Context: an optimization exercise on an open-source flow, tuned for small area. The choices shown serve that exercise and are no tape-out recipe. Where RTL was checked, it was by simulation tests only, not by an equivalence proof against the original. Power and IR drop assume default switching activity.

exp/indigo:
Design voices, start of the top module:
module voices (
    input  logic        clk,
    input  logic        rst_n,
    input  logic        sample_strobe,
    input  logic [63:0] freq_in,
    input  logic [47:0] pulse_width_in,
    input  logic [31:0] wave_ctrl_in,
    input  logic [15:0] attack_in,
    input  logic [15:0] decay_in,
    input  logic [15:0] sustain_in,
    input  logic [15:0] release_in,
    output logic [15:0] left_out,
    output logic [15:0] right_out
);
logic [6:0] t;           
logic       run;         
logic [2:0] kb;          
logic       fresh;       
wire [4:0] u = t[4:0];
function automatic logic win(input logic [4:0] x, input integer lo, input integer hi);
    logic [31:0] m;
    integer k;
    for (k = 0; k < 32; k = k + 1) m[k] = (k >= lo) && (k <= hi);
    win = m[x];
endfunction
wire last = run & (kb == 3'd6) & (u == 5'd5);
logic b1, b2, b3;
always_comb begin
    case (kb)
        3'd1:    {b1, b2, b3} = {run, 1'b0, 1'b0};
  ...
Size in the first run: ~320 flip-flops.
==> flow/config.mk <==
export PLATFORM = sky130hd
export DESIGN_NAME = voices
export DESIGN_NICKNAME = voices
export VERILOG_FILES = /design/flow/design.v
export SDC_FILE = /design/flow/constraint.sdc
export NUM_CORES = 4
export LEC_CHECK = 0
export ABC_AREA = 1
export CAP_MARGIN = 20
export CORE_MARGIN = 2
export CORE_UTILIZATION = 40
export SLEW_MARGIN = 20
==> flow/constraint.sdc <==
create_clock -name core_clock -period 20.0 [get_ports {clk}]
set_input_delay 4.0000 -clock core_clock [delete_from_list [all_inputs] [get_ports {clk}]]
set_output_delay 4.0000 -clock core_clock [all_outputs]
set_load 0.01 [all_outputs]
standard.sh (not shown) runs the stock make flow with config.mk's settings and CLKGATE_MAP_FILE= SYNTH_SCRIPT=/design/flow/synth_recipe.tcl, a recipe that flattens the netlist after the stock synthesis.
==> flow/flow/run.sh <==
#!/bin/bash
# Standard ORFS layout with three changes:
#  - after floorplanning, the logic between the registers is remapped for area
#    (OpenROAD restructure, flow/rmp.tcl),
#  - the port buffers are made of the smallest buffer cell,
#  - the clock tree is built of clkbuf_8 cells without dummy loads.
set -euo pipefail
W=$(pwd)
python3 flow/dontuse_lib.py "$FLOW_HOME/platforms/sky130hd/config.mk" \
  "$FLOW_HOME/platforms/sky130hd/lib/sky130_fd_sc_hd__tt_025C_1v80.lib" "$W/rmp.lib" > dontuse_lib.log 2>&1
export RMP_LIB="$W/rmp.lib"
export POST_FLOORPLAN_TCL="$W/flow/rmp.tcl"
export BUFFER_PORTS_ARGS="-buffer_cell sky130_fd_sc_hd__buf_1"
export CTS_ARGS="-sink_clustering_enable -repair_clock_nets -buf_list sky130_fd_sc_hd__clkbuf_8 -sink_clustering_size 18 -sink_clustering_max_diameter 60 -dont_use_dummy_load"
bash standard.sh finish > standard.log 2>&1
Other scripts of this flow, unchanged in this note and not shown: flow/flow/dontuse_lib.py, flow/flow/rmp.tcl
> inputs changed (exp/indigo -> exp/willow)
-- flow/design.v --
<<< exp/indigo, line 135
    endcase
endfunction
function automatic logic [511:0] ktab2();
    logic [511:0] m;
    logic [12:0]  k;
    integer c, b, d;
    for (d = 0; d < 2; d = d + 1)
    for (c = 0; c < 16; c = c + 1) begin
        k = d ? dr_k(c[3:0]) : attack_k(c[3:0]);
        for (b = 0; b < 16; b = b + 1)
            m[d*256 + c*16 + b] = (b >= 3) ? k[b - 3] : 1'b0;
    end
    ktab2 = m;
endfunction
localparam logic [511:0] KT = ktab2();
wire [3:0] kc   = st[0] ? (st[2] ? dec_v : rel_v) : att_v;
wire       kbit = KT[{st[0], kc, u[3:0]}];
wire cmpv  = cmpe ^ ~st[0];
wire gp    = st[2];
>>> exp/willow, line 135
    endcase
endfunction
function automatic logic [255:0] ktab(input logic dr);
    logic [255:0] m;
    logic [12:0]  k;
    integer c, b;
    for (c = 0; c < 16; c = c + 1) begin
        k = dr ? dr_k(c[3:0]) : attack_k(c[3:0]);
        for (b = 0; b < 16; b = b + 1)
            m[c*16 + b] = (b >= 3) ? k[b - 3] : 1'b0;
    end
    ktab = m;
endfunction
localparam logic [255:0] KATT = ktab(1'b0);
localparam logic [255:0] KDR  = ktab(1'b1);
wire [3:0] drc  = st[2] ? dec_v : rel_v;
wire       kbit = st[0] ? KDR[{drc, u[3:0]}] : KATT[{att_v, u[3:0]}];
wire cmpv  = cmpe ^ ~st[0];
wire gp    = st[2];
Results
- exp/willow: no failed stages, no open violations at the end
- Against exp/indigo, exp/willow reports a worst hold slack that is higher.
- The proportion of power drawn by combinational gates number comes out lower for exp/willow vs exp/indigo.
- Going from exp/indigo to exp/willow, cell area after technology mapping shrank slightly.
- exp/indigo → exp/willow: placeable core region neither gained nor lost much; worst setup slack lost 240 ps.
- Clock power share down 0.3 points in exp/willow wrt exp/indigo
- Looking at share of cell area taken by flip-flops and latches, exp/willow sits 0.69 points higher than exp/indigo does.
- Taking exp/indigo as the reference, in exp/willow largest net degree at the start of global routing went down 9; fraction of met2 tracks used by global routing went down 1.8 points.
- In exp/willow relative to exp/indigo, via count had gone down by a few percent.
- NOTE power exp/indigo->exp/willow decreased slightly
No run of this note included a check of the RTL's function; only the layout flow was run.

========
Setup of JK:
Another version of the RTL of voices (not shown whole).
For scale: about 320 flip-flops, ~11000 um^2 of cells after synthesis.
clock: 20.0 ns
lec_check: 0
abc_area: 1
cap_margin: 20
core_margin: 2
core_utilization: 40
slew_margin: 20
==> flow/flow/dontuse_lib.py <==
"""Copy a liberty file without the cells the platform marks don't-use.

usage: dontuse_lib.py PLATFORM_CONFIG_MK IN_LIB OUT_LIB
"""
import re
import sys

cfg, src, dst = sys.argv[1:4]
text = open(cfg).read()
m = re.search(r"export DONT_USE_CELLS \+= \\\n((?:.*\\\n)*.*\n)", text)
names = set(re.findall(r"sky130_\w+", m.group(1)))
lib = open(src).read()
out = []
pos = 0
dropped = 0
for cm in re.finditer(r'\n\s*cell\s*\(\s*"?(\w+)"?\s*\)\s*\{', lib):
    if cm.group(1) not in names or cm.start() < pos:
        continue
    # find the matching closing brace
    depth = 0
    i = cm.end() - 1
    while True:
        c = lib[i]
        if c == "{":
            depth += 1
        elif c == "}":
            depth -= 1
            if depth == 0:
                break
        i += 1
    out.append(lib[pos:cm.start()])
    pos = i + 1
    dropped += 1
out.append(lib[pos:])
open(dst, "w").write("".join(out))
print(f"dropped {dropped} of {len(names)} don't-use cells")
==> flow/flow/rmp.tcl <==
# Area recovery on the synthesized logic, after floorplanning (POST_FLOORPLAN_TCL).
# The registers are left as they are; only the logic between them is remapped,
# with a liberty file that leaves out the platform's don't-use cells.
restructure -liberty_file $::env(RMP_LIB) -target area \
  -tielo_port sky130_fd_sc_hd__conb_1/LO -tiehi_port sky130_fd_sc_hd__conb_1/HI \
  -work_dir $::env(OBJECTS_DIR) -abc_logfile $::env(LOG_DIR)/2_1_restructure_abc.log
restructure -liberty_file $::env(RMP_LIB) -target area \
  -tielo_port sky130_fd_sc_hd__conb_1/LO -tiehi_port sky130_fd_sc_hd__conb_1/HI \
  -work_dir $::env(OBJECTS_DIR) -abc_logfile $::env(LOG_DIR)/2_1_restructure2_abc.log
Scripts as last shown in full above: flow/flow/run.sh
What MS does differently from JK at the input level:
--- a/flow/design.v
+++ b/flow/design.v
@@ -298,14 +298,13 @@
 logic [17:0] mix;
 logic        mc;
 wire mixw  = (b2 & win(u, 20, 31)) | (b3 & win(u, 0, 5));
 wire first = (kb == 3'd2) | ((kb == 3'd3) & win(u, 0, 5));
 wire mm    = ~first & mix[0];
 wire mci   = (u == 5'd20) ? 1'b0 : mc;
 always_ff @(posedge clk) begin
     mc <= (pbit & mm) | (pbit & mci) | (mm & mci);
-    if (!rst_n) mix[17:2] <= 16'h0;
-    else if (mixw) mix <= {pbit ^ mm ^ mci, mix[17:1]};
+    if (mixw) mix <= {pbit ^ mm ^ mci, mix[17:1]};
 end
-assign left_out  = mix[17:2];
-assign right_out = mix[17:2];
+assign left_out  = mix[17:2] & {16{~fresh}};
+assign right_out = mix[17:2] & {16{~fresh}};
 endmodule
## What came out
Summary: with JK as the reference, number of clock buffers inserted by TritonCTS in MS moved down by a few percent.
MS — fmax 0.77% lower, JK as reference
MS reports a lower number of instances in the synthesized netlist than JK does.
Side by side, met3 track utilization from global routing turned out lower in MS than in JK.
Looking only at final period utilization, and setting everything else aside, the lower value of JK and MS goes to JK.
Fraction of met1 tracks used by global routing delta for MS relative to JK: 1.8 points lower
Looking at placed cell count across JK and MS, the one that comes out lower is MS.
On post-route cell area: MS sits below JK.
Compared with JK, MS shows number of standard cells in the final layout excluding fillers that has gone down slightly.
Going from JK to MS, total sequential power saw little to no change, aggregate routed wire length decreased 2.3 mm, met2 usage in global routing shows a reduction of 2.4 points.

==> port drivers added, routing unchanged <==
The flow's constraints put no driver on any port. The routed layouts listed below were extracted and timed again, unchanged, in two steps. Step 1 sets driving cells, clkbuf_16 on the clock port and buf_2 on the other inputs (assumed; they add their load-dependent delay and slew). Step 2 moves the port delays by t, midway between the first and last clock arrival at a register: inputs arrive t later, outputs are due t later. That takes back most of the time a late clock gives input paths. a / b / c = ideal / step 1 / step 2; a / b = the first two.
run	shift t [ns]	setup slack, ns	clock arrival spread, ns	slew at the worst register clock pin (ns)
exp/indigo	0.534	11.708 / 11.724 / 11.190	0.093 / 0.094	0.11 / 0.11
exp/willow	0.541	11.471 / 11.492 / 10.950	0.071 / 0.071	0.11 / 0.11
JK	0.561	11.677 / 11.693 / 11.131	0.049 / 0.049	0.10 / 0.10
MS	0.544	11.612 / 11.628 / 11.084	0.047 / 0.048	0.10 / 0.10
After both steps setup and hold are still met in every run listed. The setup slack of JK, which loses most, moves by +0.016 ns with the drivers and by -0.546 ns with both steps.
